Context: an optimization exercise on an open-source flow, tuned for small area and a short achievable clock period. The choices shown serve that exercise and are no tape-out recipe.
At most, simulation tests tie the RTL to the original design; equivalence was not proved.

Setup of run A:
==> flow/design.v (excerpt) <==
module processor(clk,reset,instr,PC,opcode,rd_index,rs_index,rt_index,shamt,constant,address,rd_value,rs_value,rt_value,low_out,high_out,SR);
input clk,reset;
input [15:0] instr;
output [7:0] PC;
output [3:0] opcode;
output [2:0] rd_index, rs_index, rt_index, shamt;
output [5:0] constant;
output [8:0] address;
output [15:0] rd_value,rs_value,rt_value,low_out,high_out,SR;
control_unit cal1(instr,opcode,rd_index,rs_index,rt_index,shamt,constant,address);
wire [3:0] op = opcode;
reg [7:0] pc;
reg [15:0] R [0:7];
reg [15:0] RAM [0:7];
reg [31:0] ps, pc2;    
reg [3:0] flags_q;
wire op_r    = ~op[3];                  
wire op_rs   = ~(op[3] & op[2]);        
wire is_sw   = (op == 4'd11);
wire is_mul  = (op == 4'd3);
wire wr_en   = ~(is_mul | (op[3] & (op[2] | (op[1] & op[0]))));
reg [15:0] rs_v, rt_v, st_v;
integer i;
always @(*) begin
	rs_v = 16'd0;
	rt_v = 16'd0;
	st_v = 16'd0;
	for (i = 0; i < 8; i = i + 1) begin
		rs_v = rs_v | (R[i] & {16{op_rs & (rs_index == i)}});
		rt_v = rt_v | (R[i] & {16{op_r & (rt_index == i)}});
		st_v = st_v | (R[i] & {16{rd_index == i}});
	end
end
assign rs_value = rs_v;
assign rt_value = rt_v;
wire [15:0] sum = rs_v + (rt_v | (op[3] ? {10'd0, constant} : 16'd0));
reg [7:0] cl, ch, r02, r35;
reg carry3, eq_n1, eq_n0x;
reg [15:0] ram_rd;
reg [7:0] ma_hot;
integer v, j;
always @(*) begin
	for (v = 0; v < 8; v = v + 1) begin
  ...
export LEC_CHECK = 0
export CAP_MARGIN = 20
export CORE_MARGIN = 2
export CORE_UTILIZATION = 55
export SETUP_SLACK_MARGIN = 1.0
export SLEW_MARGIN = 20
create_clock -name core_clock -period 8.5 [get_ports {clk}]
standard.sh (not shown) runs the stock make flow with config.mk's settings and CLKGATE_MAP_FILE= SYNTH_SCRIPT=/design/flow/synth_recipe.tcl, a recipe that flattens the netlist after the stock synthesis.
==> flow/flow/run.sh <==
#!/bin/bash
# The standard layout (standard.sh), with two changes: the port buffers
# that global placement inserts on every input and output are buf_1 cells
# instead of the resizer's default pick (clkdlybuf4s50_1, a delay cell); and
# synthesis maps no adder cells (ADDER_MAP_FILE empty, so no extract_fa):
# ABC then maps the adders with the rest of the logic and sees their paths.
set -euo pipefail
export BUFFER_PORTS_ARGS="-buffer_cell sky130_fd_sc_hd__buf_1"
export ADDER_MAP_FILE=
bash standard.sh > standard.log 2>&1
Input-level comparison between run B and run A:
Settings: CORE_UTILIZATION now 40, was 55; SETUP_SLACK_MARGIN no longer set, was 1.0.
==> flow/flow/run.sh <==
#!/bin/bash
# The standard layout (standard.sh), with two changes: buf_4 port buffers,
# and no adder-cell mapping (extract_fa) in synthesis, so ABC maps adders.
set -euo pipefail
export BUFFER_PORTS_ARGS="-buffer_cell sky130_fd_sc_hd__buf_4"
export ADDER_MAP_FILE=
bash standard.sh > standard.log 2>&1
### Flow results
Chip width: run B > run A. Per the comparison of run B with run A, non-clock buffer count went down 59; design area rose by 160 µm²; cell count increased 208. Relative to run A, met2 demand-to-capacity share in global routing has gone down in run B. Final worst-path cycle share, run A and run B, lower one = run A.
What run C does differently from run B at the input level:
Settings: changing CORE_UTILIZATION from 40 to 55; changing SLEW_MARGIN from 20 to 10; changing CAP_MARGIN from 20 to 10; setting PLACE_DENSITY to 0.75 for the first time.
==> flow/flow/run.sh <==
#!/bin/bash
# The standard layout (standard.sh), with one change: the port buffers that
# global placement inserts on every input and output are buf_1 cells instead
# of the resizer's default pick (clkdlybuf4s50_1, a delay cell).
set -euo pipefail
export BUFFER_PORTS_ARGS="-buffer_cell sky130_fd_sc_hd__buf_1"
bash standard.sh > standard.log 2>&1
[summary]
Compared with run B, run C shows register-to-register slack lower by 310 ps. Comparing run B and run C, the lower proportion of final cell area spent on non-clock buffers is on run C. Compared run C vs run B, and synthesized cell count is down in run C. Delta (run C minus run B): total global-route track usage increased 11 points, routed wire length on met2 shrank by 5.7%, starting density of the core went up, critical path depth grew by 5, final hold slack higher.
diff inputs: run C => run D
Settings: putting SETUP_SLACK_MARGIN at 1.0 where nothing was set; swapping 10 for 20 in CAP_MARGIN; clearing PLACE_DENSITY, which used to be 0.75; swapping 10 for 20 in SLEW_MARGIN.
Results
Run D finished end to end and its layout was clean on timing, DRC and antenna. Diff run C..run D | global-route usage | negligible. On global-route wire length before repair, run C tracks run D almost exactly. Changes observed in run D relative to run C: total length of routed wires saw little to no change; relative area of non-clock buffer cells in the final design now larger. Run D and run C ended up with roughly the same cell count after placement.
Here is what was changed in the inputs of run E compared with run D.
==> flow/flow/run.sh <==
#!/bin/bash
# The standard layout (standard.sh), with one change: the port buffers that
# global placement inserts on every input and output are buf_2 cells instead
# of the resizer's default pick (clkdlybuf4s50_1, a delay cell).
set -euo pipefail
export BUFFER_PORTS_ARGS="-buffer_cell sky130_fd_sc_hd__buf_2"
bash standard.sh > standard.log 2>&1
### Flow results
The final antenna diode count of run E is higher than that of run D.
The number of nets in the final layout in run E sits 18 above the value recorded for run D.
In the flow results for run D and run E, the relative area of non-clock buffer cells in the final design is larger on run E.
Global-route wire length before repair in run E is 1300 µm above run D.
Run E vs. run D: met1 capacity usage during global routing essentially unchanged, non-clock buffer count increased about 6%, multi-input logic area decreased 80 µm².
Going from run D to run E, share of the synthesized netlist area taken by xor and xnor gates barely changed, cell area picked up an extra 0.87%.
Post-detailed-placement cell area delta for run E relative to run D: about 1% higher

* * *

== job 101 ==
Another version of the RTL of processor (not shown whole).
Size in the first run: roughly 300 flip-flops, about 150 I/O pins, roughly 27,000 um^2 of cells after synthesis.
clock: 8.5 ns
lec_check: 0
cap_margin: 20
core_margin: 2
core_utilization: 40
slew_margin: 20
==> flow/flow/run.sh <==
#!/bin/bash
# The standard layout (standard.sh), with one change: the port buffers that
# global placement inserts on every input and output are buf_4 cells instead
# of the resizer's default pick (clkdlybuf4s50_1, a delay cell).
set -euo pipefail
export BUFFER_PORTS_ARGS="-buffer_cell sky130_fd_sc_hd__buf_4"
bash standard.sh > standard.log 2>&1
#### Input delta (job 102 over job 101)
- swapping 40 for 55 in CORE_UTILIZATION
- putting SETUP_SLACK_MARGIN at 1.0 where nothing was set
==> flow/flow/run.sh <==
#!/bin/bash
# The standard layout (standard.sh), with one change: the port buffers that
# global placement inserts on every input and output are buf_1 cells instead
# of the resizer's default pick (clkdlybuf4s50_1, a delay cell).
set -euo pipefail
export BUFFER_PORTS_ARGS="-buffer_cell sky130_fd_sc_hd__buf_1"
bash standard.sh > standard.log 2>&1
Findings:
In job 102, global-route met3 utilization is higher than in job 101.
Against job 101 as the reference, job 102 delivers a lower clock-buffer cell count.
Job 102 against job 101: met2 usage rose by 17 points, met3 wirelength from detailed routing moved down, non-clock buffer contribution to total cell area now smaller, post-synthesis adder-cell area fraction shows no meaningful change.
Non-clock buffer count: job 101 and job 102 compared, higher one is job 102
Going from job 101 to job 102, fraction of area in multi-input gates rose by 1.7 points; via count has increased.
No run of this note included a check of the RTL's function; only the layout flow was run.

* * *

processor with an RTL version that a note above also has.
Size in the first run: roughly 3,000 cells after synthesis, about 330 flip-flops, ~150 I/O pins, roughly 27,000 µm² of cells after synthesis.
clock: 8.5 ns
lec_check: 0
cap_margin: 20
core_margin: 2
core_utilization: 50
setup_slack_margin: 1.0
slew_margin: 20
==> flow/flow/run.sh <==
#!/bin/bash
# The standard layout (standard.sh), with one change: the port buffers that
# global placement inserts on every input and output are buf_1 cells instead
# of the resizer's default pick (clkdlybuf4s50_1, a delay cell).
set -euo pipefail
export BUFFER_PORTS_ARGS="-buffer_cell sky130_fd_sc_hd__buf_1"
bash standard.sh > standard.log 2>&1
Then changed:
==> flow/flow/run.sh (replaced) <==
#!/bin/bash
# The standard layout (standard.sh), with one change: the port buffers that
# global placement inserts on every input and output are buf_4 cells instead
# of the resizer's default pick (clkdlybuf4s50_1, a delay cell).
set -euo pipefail
export BUFFER_PORTS_ARGS="-buffer_cell sky130_fd_sc_hd__buf_4"
bash standard.sh > standard.log 2>&1
CORE_UTILIZATION = 40   (was 50)
CTS_BUF_LIST = sky130_fd_sc_hd__clkbuf_4   (was unset)
SETUP_SLACK_MARGIN = unset   (was 1.0)
The changed run completed with no timing, DRC or antenna violations.
Via count is about the same.
Final area decreases by 1.3%.
First-iteration DRC count decreases by 5.1%.
Cell count increases by about 5.6%.

* * *

processor again, from the RTL that the note above started with.
// processor
module processor(clk,reset,instr,PC,opcode,rd_index,rs_index,rt_index,shamt,constant,address,rd_value,rs_value,rt_value,low_out,high_out,SR);
==> flow/config.mk <==
export PLATFORM = sky130hd
export DESIGN_NAME = processor
export DESIGN_NICKNAME = processor
export VERILOG_FILES = /design/flow/design.v
export SDC_FILE = /design/flow/constraint.sdc
export NUM_CORES = 4
export LEC_CHECK = 0
export CAP_MARGIN = 20
export CORE_MARGIN = 2
export CORE_UTILIZATION = 40
export SLEW_MARGIN = 20
==> flow/constraint.sdc <==
create_clock -name core_clock -period 8.5 [get_ports {clk}]
set_input_delay 1.7000 -clock core_clock [delete_from_list [all_inputs] [get_ports {clk}]]
set_output_delay 1.7000 -clock core_clock [all_outputs]
set_load 0.01 [all_outputs]
==> flow/flow/run.sh <==
#!/bin/bash
# The standard layout (standard.sh), with one change: the port buffers that
# global placement inserts on every input and output are buf_4 cells instead
# of the resizer's default pick (clkdlybuf4s50_1, a delay cell).
set -euo pipefail
export BUFFER_PORTS_ARGS="-buffer_cell sky130_fd_sc_hd__buf_4"
bash standard.sh > standard.log 2>&1
The starting point completed with no timing, DRC or antenna violations.
Edit:
==> flow/flow/run.sh (replaced) <==
#!/bin/bash
# The standard layout (standard.sh), with one change: the port buffers that
# global placement inserts on every input and output are buf_2 cells instead
# of the resizer's default pick (clkdlybuf4s50_1, a delay cell).
set -euo pipefail
export BUFFER_PORTS_ARGS="-buffer_cell sky130_fd_sc_hd__buf_2"
bash standard.sh > standard.log 2>&1
CORE_UTILIZATION = 50   (was 40)
Outcome: Worst setup slack is worse by 0.0045 ns. Die area is lower by about a fifth. Wire length is lower by a few percent. Worst hold slack hardly moves. Via count is lower slightly.
Edit:
==> flow/flow/run.sh (replaced) <==
#!/bin/bash
# The standard layout (standard.sh), with one change: the port buffers that
# global placement inserts on every input and output are buf_4 cells instead
# of the resizer's default pick (clkdlybuf4s50_1, a delay cell).
set -euo pipefail
export BUFFER_PORTS_ARGS="-buffer_cell sky130_fd_sc_hd__buf_4"
bash standard.sh > standard.log 2>&1
CORE_UTILIZATION = 40   (was 50)
CTS_BUF_LIST = sky130_fd_sc_hd__clkbuf_4 sky130_fd_sc_hd__clkbuf_8   (was default)
Effect:
- The new run finished with timing, DRC and antenna clean
- final area came out higher by about 2%
- die area rises by 25%
- global-route usage went down by 6.7 points
- routed wire length grows by 3.8%
- worst setup slack gets worse by 0.0050 ns
- non-clock buffer count came out lower by 5
- sequential share of layout area decreases by 0.57 points
- core utilization drops by 10 points
- register-to-register slack is worse by 0.24 ns
- sequential cell count does not change
Edit:
==> flow/flow/run.sh (replaced) <==
#!/bin/bash
# The standard layout (standard.sh), with one change: the port buffers that
# global placement inserts on every input and output are buf_1 cells instead
# of the resizer's default pick (clkdlybuf4s50_1, a delay cell).
set -euo pipefail
export BUFFER_PORTS_ARGS="-buffer_cell sky130_fd_sc_hd__buf_1"
bash standard.sh > standard.log 2>&1
CORE_UTILIZATION = 55   (was 40)
CTS_BUF_LIST = default   (was sky130_fd_sc_hd__clkbuf_4 sky130_fd_sc_hd__clkbuf_8)
SETUP_SLACK_MARGIN = 1.5   (was default)
After rerunning: The new run completed without violations. Sequential cell count does not change. Die area shrinks by about 27%. Non-clock buffer count grows by 91. First-iteration DRC count grows by about 10%. Critical path depth shrinks by 1. Clock skew shrinks by 0.030 ns. Core utilization grows by 19 points. Sequential share of layout area shrinks by 0.90 points. Routed wire length shrinks by about 3%. Cell count shrinks by about 4%.
Edit:
CORE_UTILIZATION = 60   (was 55)
SETUP_SLACK_MARGIN = default   (was 1.5)
The new run passed the timing, design-rule and antenna checks.
Die area fell by 8.2%.
Hold slack improved by 0.0065 ns.
Cell area falls by 6.6%.
First-iteration DRC count rose by 18%.

## afterwards: timing with drivers on the ports
The flow's constraints put no driver on any port. The routed layouts listed below were extracted and timed again, unchanged, in two steps. Step 1, drivers: a clkbuf_16 drives clk and a buf_2 each remaining input, both assumed. Step 2 times the ports against the registers' clock, not the clock port: input delays grow and output delays shrink by t, the midpoint of the rising clock arrivals with the driver on. a / b / c = ideal / step 1 / step 2; a / b = the first two.
| run | t (ns) | setup slack, ns | cell pins on the clock port's net |
|---|---|---|---|
| run A | 0.627 | 1.051 / 1.026 / 1.026 | 1 |
| run B | 0.631 | 0.357 / 0.334 / 0.334 | 1 |
| run C | 0.640 | 0.220 / 0.196 / 0.196 | 1 |
| run D | 0.653 | 0.990 / 0.939 / 0.933 | 1 |
| run E | 0.639 | 0.909 / 0.788 / 0.788 | 1 |
| job 101 | 0.609 | 0.136 / 0.078 / 0.245 | 1 |
| job 102 | 0.615 | 0.238 / 0.180 / 0.235 | 1 |
| the first run of note 3 | 0.645 | 0.938 / 0.900 / 0.900 | 1 |
| the second run of note 3 | 0.949 | 0.178 / 0.154 / 0.154 | 1 |
| the first run of note 4 | 0.654 | 0.183 / 0.161 / 0.161 | 1 |
| the second run of note 4 | 0.643 | 0.179 / 0.158 / 0.158 | 1 |
| the third run of note 4 | 0.765 | 0.174 / 0.151 / 0.151 | 1 |
| the fourth run of note 4 | 0.652 | 1.023 / 0.947 / 0.947 | 1 |
| the fifth run of note 4 | 0.654 | 0.163 / 0.130 / 0.130 | 1 |
After both steps setup and hold are still met in every run listed. The setup slack of run E, which loses most, moves by -0.121 ns with the drivers and by -0.121 ns with both steps.
